This design comes from an exercise in tuning for small area and a short achievable clock period on the open sky130 flow, not from production work.
RTL that was checked went through simulation tests only; none was proved equivalent to the original.
The clock port is modelled as an ideal driver; clocking choices that lean on that would not hold on a real chip.
Power figures rest on the tool's default switching activity, not on a simulated workload.

== nickel ==
## multiple_add
module multiple_add
  #(
    parameter int DATA_WIDTH=32,
    parameter int NUM_ADDERS=64
    )
   (
    input logic 		 clk,
    input logic 		 rst,
    input logic [DATA_WIDTH-1:0] in,
    output logic [NUM_ADDERS*DATA_WIDTH-1:0] out
    );
   localparam int LOW_BITS = 6;  
   localparam int HIGH_BITS = DATA_WIDTH - LOW_BITS;
   logic [DATA_WIDTH-1:0] in_r, in_rr;
   always_ff @(posedge clk or posedge rst) begin
      if (rst) begin
	 in_r <= '0;
	 in_rr <= '0;
      end
      else begin
	 in_r <= in;
	 in_rr <= in_r;
      end
   end
   logic [LOW_BITS-1:0]   lo;
   logic [HIGH_BITS-1:0]  hi;
   logic [NUM_ADDERS-1:0] cy_d;
   logic [LOW_BITS-1:0][NUM_ADDERS-1:0] low_d;
   assign lo = in_rr[LOW_BITS-1:0];
   assign hi = in_rr[DATA_WIDTH-1:LOW_BITS];
   for (genvar i = 0; i < NUM_ADDERS; i++) begin : g_next
      logic [LOW_BITS:0] lo_sum;
      assign lo_sum = {1'b0, lo} + (LOW_BITS+1)'(i);
  ...
clock: 5.0 ns
lec_check: 0
cap_margin: 20
core_area: 5 5 675 315
die_area: 0 0 680 320
place_density: 0.3
setup_slack_margin: 1.5
slew_margin: 20
synth_hierarchical: 1
standard.sh (not shown) runs the stock make flow with config.mk's settings and CLKGATE_MAP_FILE= SYNTH_SCRIPT=/design/flow/synth_recipe.tcl, a recipe that flattens the netlist after the stock synthesis.
==> flow/flow/run.sh <==
#!/bin/bash
# The standard layout, with these changes:
# - the port buffers are made of the smallest buffer (sky130_fd_sc_hd__buf_1)
#   instead of the one buffer_ports picks by default;
# - flow/dont_use.tcl, run at the start of each step that resizes, keeps the
#   per-bit output gates (o22ai) at their smallest size;
# - flow/pin_groups.tcl, run before pin placement, keeps each sum's 32 output
#   pins together on the die's edge;
# - the pins go on the top and bottom edges only (vertical met2 pins), one
#   routing track apart instead of two, so that the 2082 pins fit on a
#   smaller die;
# - global routing reserves 10% of each layer instead of 20%.
set -euo pipefail
cd "$(dirname "$0")/.."
hook="$PWD/flow/dont_use.tcl"
bash standard.sh "BUFFER_PORTS_ARGS=-buffer_cell sky130_fd_sc_hd__buf_1" \
     "PRE_FLOORPLAN_TCL=$hook" "PRE_GLOBAL_PLACE_TCL=$hook" "PRE_RESIZE_TCL=$hook" \
     "PRE_DETAIL_PLACE_TCL=$hook" "PRE_CTS_TCL=$hook" "PRE_GLOBAL_ROUTE_TCL=$hook" \
     "PRE_IO_PLACEMENT_TCL=$PWD/flow/pin_groups.tcl" \
     "PLACE_PINS_ARGS=-min_distance 1 -min_distance_in_tracks -exclude left:* -exclude right:*" \
     "ROUTING_LAYER_ADJUSTMENT=0.1" \
     finish > make_finish.log 2>&1
==> flow/flow/dont_use.tcl <==
# Keep the per-bit output gates (o22ai) at their smallest size: timing repair
# may not upsize them, so it reworks the nets that fan out to them instead.
set_dont_use {sky130_fd_sc_hd__o22ai_2 sky130_fd_sc_hd__o22ai_4}
==> flow/flow/pin_groups.tcl <==
# Keep the 32 bits of each sum together, in bit order, on the die's edge:
# the pins of one sum then share one neighbourhood, and the nets that are
# per sum (its carry select) stay short.
for {set i 0} {$i < 64} {incr i} {
  set names {}
  for {set j 0} {$j < 32} {incr j} { lappend names "out\[[expr {$i*32+$j}]\]" }
  set_io_pin_constraint -group -order -pin_names $names
}
> inputs changed (nickel -> maple)
- a change of DIE_AREA from 0 0 680 320 to 0 0 720 720
- a deleted SETUP_SLACK_MARGIN that had been 1.5
- a change of CORE_AREA from 5 5 675 315 to 10 10 710 710
==> flow/flow/run.sh <==
#!/bin/bash
# The standard layout, with the port buffers made of the smallest buffer
# (sky130_fd_sc_hd__buf_1) instead of the one buffer_ports picks by default.
set -euo pipefail
cd "$(dirname "$0")/.."
bash standard.sh "BUFFER_PORTS_ARGS=-buffer_cell sky130_fd_sc_hd__buf_1" finish > make_finish.log 2>&1
removed: flow/flow/dont_use.tcl
removed: flow/flow/pin_groups.tcl
[summary]
maple has time the worst path needs with I/O delays and setup above what nickel had. Diff nickel -> maple | power after layout | increase of 5.8%. maple — routed length per placed instance 27% lower, nickel as reference. Count of standard-cell rows ended up 144 higher on maple than on nickel. maple against nickel: final area has increased, peak clock frequency supported by timing has decreased, footprint of the multi-input gates has remained practically unchanged. Looking at critical path endpoint, the out[1551] result is from maple; the out[580] one comes from nickel. Comparing nickel and maple, the lower power density of the placed cells was measured on maple.
## Diff of input files: harbor against maple
- changing DIE_AREA from 0 0 720 720 to 0 0 600 360
- changing CORE_AREA from 10 10 710 710 to 5 5 595 355
- setting SETUP_SLACK_MARGIN to 1.5 for the first time
==> flow/flow/run.sh <==
#!/bin/bash
# The standard layout, with these changes:
# - the port buffers are made of the smallest buffer (sky130_fd_sc_hd__buf_1)
#   instead of the one buffer_ports picks by default;
# - flow/dont_use.tcl, run at the start of each step that resizes, keeps the
#   per-bit output gates (o22ai) at their smallest size;
# - flow/pin_groups.tcl, run before pin placement, keeps each sum's 32 output
#   pins together on the die's edge;
# - the pins go on the top and bottom edges only (vertical met2 pins), one
#   routing track apart instead of two, so that the 2082 pins fit on a
#   smaller die;
# - global routing reserves 10% of each layer instead of 20%.
set -euo pipefail
cd "$(dirname "$0")/.."
hook="$PWD/flow/dont_use.tcl"
bash standard.sh "BUFFER_PORTS_ARGS=-buffer_cell sky130_fd_sc_hd__buf_1" \
     "PRE_FLOORPLAN_TCL=$hook" "PRE_GLOBAL_PLACE_TCL=$hook" "PRE_RESIZE_TCL=$hook" \
     "PRE_DETAIL_PLACE_TCL=$hook" "PRE_CTS_TCL=$hook" "PRE_GLOBAL_ROUTE_TCL=$hook" \
     "PRE_IO_PLACEMENT_TCL=$PWD/flow/pin_groups.tcl" \
     "PLACE_PINS_ARGS=-min_distance 1 -min_distance_in_tracks -exclude left:* -exclude right:*" \
     "ROUTING_LAYER_ADJUSTMENT=0.1" \
     finish > make_finish.log 2>&1
==> flow/flow/dont_use.tcl (new file) <==
# Keep the per-bit output gates (o22ai) at their smallest size: timing repair
# may not upsize them, so it reworks the nets that fan out to them instead.
set_dont_use {sky130_fd_sc_hd__o22ai_2 sky130_fd_sc_hd__o22ai_4}
==> flow/flow/pin_groups.tcl (new file) <==
# Keep the 32 bits of each sum together, in bit order, on the die's edge:
# the pins of one sum then share one neighbourhood, and the nets that are
# per sum (its carry select) stay short.
for {set i 0} {$i < 64} {incr i} {
  set names {}
  for {set j 0} {$j < 32} {incr j} { lappend names "out\[[expr {$i*32+$j}]\]" }
  set_io_pin_constraint -group -order -pin_names $names
}
--- outcome ---
- Effective utilization at floorplan came out higher on harbor than on maple.
- Of harbor and maple, only maple finishes the flow clean.
- harbor | ERROR | global routing
- Lower die outline width goes to harbor over maple.
- Total of cells resized after clock tree synthesis, harbor and maple, higher one = harbor.
- Changes observed in harbor relative to maple: site row count decreased by about 50% relative to the old numbers; number of buffers inserted during clock tree synthesis decreased by 12 relative to the old numbers.
- [harbor] placed cell count fell about 35% relative to maple
- Diff harbor..maple | synthesized instance count | unchanged
--- input diff harbor..cedar ---
- DIE_AREA: 0 0 600 360 -> 0 0 720 720
- CORE_AREA: 5 5 595 355 -> 10 10 710 710
==> flow/flow/run.sh <==
#!/bin/bash
# The standard layout, with these changes:
# - the port buffers are made of the smallest buffer (sky130_fd_sc_hd__buf_1)
#   instead of the one buffer_ports picks by default;
# - flow/dont_use.tcl, run at the start of each step that resizes, keeps the
#   per-bit output gates (o22ai) at their smallest size;
# - flow/pin_groups.tcl, run before pin placement, keeps each sum's 32 output
#   pins together on the die's edge.
set -euo pipefail
cd "$(dirname "$0")/.."
hook="$PWD/flow/dont_use.tcl"
bash standard.sh "BUFFER_PORTS_ARGS=-buffer_cell sky130_fd_sc_hd__buf_1" \
     "PRE_FLOORPLAN_TCL=$hook" "PRE_GLOBAL_PLACE_TCL=$hook" "PRE_RESIZE_TCL=$hook" \
     "PRE_DETAIL_PLACE_TCL=$hook" "PRE_CTS_TCL=$hook" "PRE_GLOBAL_ROUTE_TCL=$hook" \
     "PRE_IO_PLACEMENT_TCL=$PWD/flow/pin_groups.tcl" \
     finish > make_finish.log 2>&1
Findings:
Cell total after placement ended up about 50% higher on cedar than on harbor. In summary, cedar completed successfully, with a layout that passed the timing, DRC and antenna checks. Area fraction in compound gates after synthesis came out exactly the same in cedar and harbor. harbor -> cedar: hold buffer count at CTS delta 0, exact match. Diff harbor..cedar | synthesized cell count | unchanged.
[inputs] pepper vs cedar
- swapping 0 0 720 720 for 0 0 520 360 in DIE_AREA
- swapping 10 10 710 710 for 5 5 515 355 in CORE_AREA
==> flow/flow/run.sh <==
#!/bin/bash
# The standard layout, with these changes:
# - the port buffers are made of the smallest buffer (sky130_fd_sc_hd__buf_1)
#   instead of the one buffer_ports picks by default;
# - flow/dont_use.tcl, run at the start of each step that resizes, keeps the
#   per-bit output gates (o22ai) at their smallest size;
# - flow/pin_groups.tcl, run before pin placement, keeps each sum's 32 output
#   pins together on the die's edge;
# - the pins go on the top and bottom edges only (vertical met2 pins), one
#   routing track apart instead of two, so that the 2082 pins fit on a
#   smaller die.
set -euo pipefail
cd "$(dirname "$0")/.."
hook="$PWD/flow/dont_use.tcl"
bash standard.sh "BUFFER_PORTS_ARGS=-buffer_cell sky130_fd_sc_hd__buf_1" \
     "PRE_FLOORPLAN_TCL=$hook" "PRE_GLOBAL_PLACE_TCL=$hook" "PRE_RESIZE_TCL=$hook" \
     "PRE_DETAIL_PLACE_TCL=$hook" "PRE_CTS_TCL=$hook" "PRE_GLOBAL_ROUTE_TCL=$hook" \
     "PRE_IO_PLACEMENT_TCL=$PWD/flow/pin_groups.tcl" \
     "PLACE_PINS_ARGS=-min_distance 1 -min_distance_in_tracks -exclude left:* -exclude right:*" \
     finish > make_finish.log 2>&1
- cedar | stages: all done | timing, DRC, antenna: all pass
- In the summary table, pepper is marked failed, with error GRT-0116 raised in global routing.
- Compared with cedar, number of buffers added by the clock tree synthesis step in pepper decreased by more than a quarter.
- Number of cells after detailed placement (higher): cedar
- Note that the width of the chip recorded for cedar amounts to 1.4 times the value seen in pepper.
Here is what was changed in the inputs of juniper compared with pepper.
- CORE_AREA changed from 5 5 515 355 to 10 10 710 710
- DIE_AREA changed from 0 0 520 360 to 0 0 720 720
==> flow/flow/run.sh <==
#!/bin/bash
# The standard layout, with these changes:
# - the port buffers are made of the smallest buffer (sky130_fd_sc_hd__buf_1)
#   instead of the one buffer_ports picks by default;
# - flow/dont_use.tcl, run at the start of each step that resizes, keeps the
#   per-bit output gates (o22ai) at their smallest size.
set -euo pipefail
cd "$(dirname "$0")/.."
hook="$PWD/flow/dont_use.tcl"
bash standard.sh "BUFFER_PORTS_ARGS=-buffer_cell sky130_fd_sc_hd__buf_1" \
     "PRE_FLOORPLAN_TCL=$hook" "PRE_GLOBAL_PLACE_TCL=$hook" "PRE_RESIZE_TCL=$hook" \
     "PRE_DETAIL_PLACE_TCL=$hook" "PRE_CTS_TCL=$hook" "PRE_GLOBAL_ROUTE_TCL=$hook" \
     finish > make_finish.log 2>&1
removed: flow/flow/pin_groups.tcl
==> summary.txt <==
Among pepper and juniper, the run that stopped before the end is pepper, and it is the only one. pepper is listed as incomplete: the tool reported an error in global routing and the run ended there. Compare pepper and juniper | initial standard-cell utilization of the core lower: juniper. Relative to pepper, the width of the chip of juniper is higher by 38%. Compared to pepper, juniper has floorplan row count 129 higher. On routability-driven placement congestion ratio: juniper sits below pepper. Looking only at total of cells resized after clock tree synthesis, and setting everything else aside, the lower value of pepper and juniper goes to pepper. pepper → juniper: distinct cell type count after synthesis barely changed; number of buffers created by CTS now sits higher. Total half-perimeter wirelength after legalization and detailed placement, pepper and juniper, higher one = juniper. Per the comparison of juniper with pepper, worst slack at placement lower, die span in y higher, post-CTS setup buffer count higher.

---

The RTL this note starts from:
==> flow/design.v <==
module multiple_add
  #(
    parameter int DATA_WIDTH=32,
    parameter int NUM_ADDERS=64
    )
   (
    input logic 		 clk,
    input logic 		 rst,
    input logic [DATA_WIDTH-1:0] in,
    output logic [NUM_ADDERS*DATA_WIDTH-1:0] out
    );
   localparam int LOW_BITS = 6;  
   localparam int HIGH_BITS = DATA_WIDTH - LOW_BITS;
   logic [DATA_WIDTH-1:0] in_r, in_rr;
   always_ff @(posedge clk or posedge rst) begin
      if (rst) begin
	 in_r <= '0;
	 in_rr <= '0;
      end
      else begin
	 in_r <= in;
	 in_rr <= in_r;
      end
   end
   logic [LOW_BITS-1:0]   lo;
   logic [HIGH_BITS-1:0]  hi;
   logic [NUM_ADDERS-1:0] cy_d;
   logic [LOW_BITS-1:0][NUM_ADDERS-1:0] low_d;
   assign lo = in_rr[LOW_BITS-1:0];
   assign hi = in_rr[DATA_WIDTH-1:LOW_BITS];
   for (genvar i = 0; i < NUM_ADDERS; i++) begin : g_next
      logic [LOW_BITS:0] lo_sum;
      assign lo_sum = {1'b0, lo} + (LOW_BITS+1)'(i);
      assign cy_d[i] = lo_sum[LOW_BITS];
      for (genvar k = 0; k < LOW_BITS; k++) begin : g_bit
	 assign low_d[k][i] = lo_sum[k];
      end
   end
   logic [HIGH_BITS-1:0]  hi_n, hi_inc_n;
   logic [NUM_ADDERS-1:1] cy, cy_n;
   logic [LOW_BITS-1:0][NUM_ADDERS-1:0] low;
   always_ff @(posedge clk or posedge rst) begin
      if (rst) begin
	 hi_n <= '1;
	 hi_inc_n <= '1;
      end
      else begin
	 hi_n <= ~hi;
	 hi_inc_n <= ~(hi + 1'b1);
      end
   end
   always_ff @(posedge clk) begin
      cy <= cy_d[NUM_ADDERS-1:1];
      cy_n <= ~cy_d[NUM_ADDERS-1:1];
   end
   for (genvar k = 0; k < LOW_BITS; k++) begin : g_low
      always_ff @(posedge clk or posedge rst) begin
	 if (rst) low[k][2**(k+1)-1:0] <= '0;
	 else low[k][2**(k+1)-1:0] <= low_d[k][2**(k+1)-1:0];
      end
      if (k < LOW_BITS-1) begin : g_unused
	 assign low[k][NUM_ADDERS-1:2**(k+1)] = '0;
      end
   end
   for (genvar i = 0; i < NUM_ADDERS; i++) begin : g_out
      for (genvar k = 0; k < LOW_BITS; k++) begin : g_lo
	 assign out[i*DATA_WIDTH + k] = low[k][i % (2**(k+1))];
      end
      if (i == 0) begin : g_hi0
	 assign out[DATA_WIDTH-1:LOW_BITS] = ~hi_n;
      end
      else begin : g_hi
	 for (genvar j = 0; j < HIGH_BITS; j++) begin : g_bit
	    assign out[i*DATA_WIDTH + LOW_BITS + j] =
	      ~((cy[i] | hi_n[j]) & (cy_n[i] | hi_inc_n[j]));
	 end
      end
   end
endmodule
==> flow/config.mk <==
export PLATFORM = sky130hd
export DESIGN_NAME = multiple_add
export DESIGN_NICKNAME = multiple_add
export VERILOG_FILES = /design/flow/design.v
export SDC_FILE = /design/flow/constraint.sdc
export NUM_CORES = 4
export LEC_CHECK = 0
export CAP_MARGIN = 20
export CORE_AREA = 10 10 390 390
export DIE_AREA = 0 0 400 400
export PLACE_DENSITY = 0.3
export SLEW_MARGIN = 20
==> flow/constraint.sdc <==
create_clock -name core_clock -period 5.0 [get_ports {clk}]
set_input_delay 1.0000 -clock core_clock [delete_from_list [all_inputs] [get_ports {clk}]]
set_output_delay 1.0000 -clock core_clock [all_outputs]
set_load 0.01 [all_outputs]
==> flow/flow/run.sh <==
#!/bin/bash
# The standard layout, with the port buffers made of the smallest buffer
# (sky130_fd_sc_hd__buf_1) instead of the one buffer_ports picks by default.
set -euo pipefail
cd "$(dirname "$0")/.."
bash standard.sh "BUFFER_PORTS_ARGS=-buffer_cell sky130_fd_sc_hd__buf_1" finish > make_finish.log 2>&1
The first run did not get past I/O pin placement (3_2_place_iop).
==> next run, changes <==
--- a/flow/config.mk
+++ b/flow/config.mk
@@ -9,2 +9,2 @@
-export CORE_AREA = 10 10 390 390
-export DIE_AREA = 0 0 400 400
+export CORE_AREA = 10 10 710 710
+export DIE_AREA = 0 0 720 720
With this change the flow passed the timing, DRC and antenna checks.
Synthesized cell count is unchanged.
Area after synthesis does not change.
Function was not checked in any run of this note: the RTL went through the layout flow alone.

afterwards: timing with drivers on the ports:
No port has a modelled driver above. Below, the same layouts with a new extraction and two added sets of constraints. Step 1 assumes that a clkbuf_16 drives the clock port and a buf_2 every other input. Step 2 times the ports against the registers' clock, not the clock port: input delays grow and output delays shrink by t, the midpoint of the rising clock arrivals with the driver on. a / b / c = ideal / step 1 / step 2; a / b = the first two.
run | t (ns) | setup slack, ns | hold slack, ns | clock arrival spread, ns | worst data-port slew with drivers (ns)
nickel | 0.676 | 1.350 / 1.275 / 1.746 | 0.342 / 0.342 / 0.342 | 0.023 / 0.022 | 0.35
maple | 0.752 | 0.824 / 0.743 / 1.494 | 0.341 / 0.337 / 0.341 | 0.038 / 0.039 | 0.34
cedar | 0.802 | 1.485 / 1.382 / 2.147 | 0.298 / 0.239 / 0.327 | 0.048 / 0.048 | 0.28
juniper | 0.758 | 1.487 / 1.405 / 2.050 | 0.342 / 0.338 / 0.342 | 0.042 / 0.042 | 0.38
the second run of note 2 | 0.764 | 0.785 / 0.700 / 1.390 | 0.341 / 0.332 / 0.341 | 0.068 / 0.068 | 0.21
After both steps setup and hold are still met in every run listed.
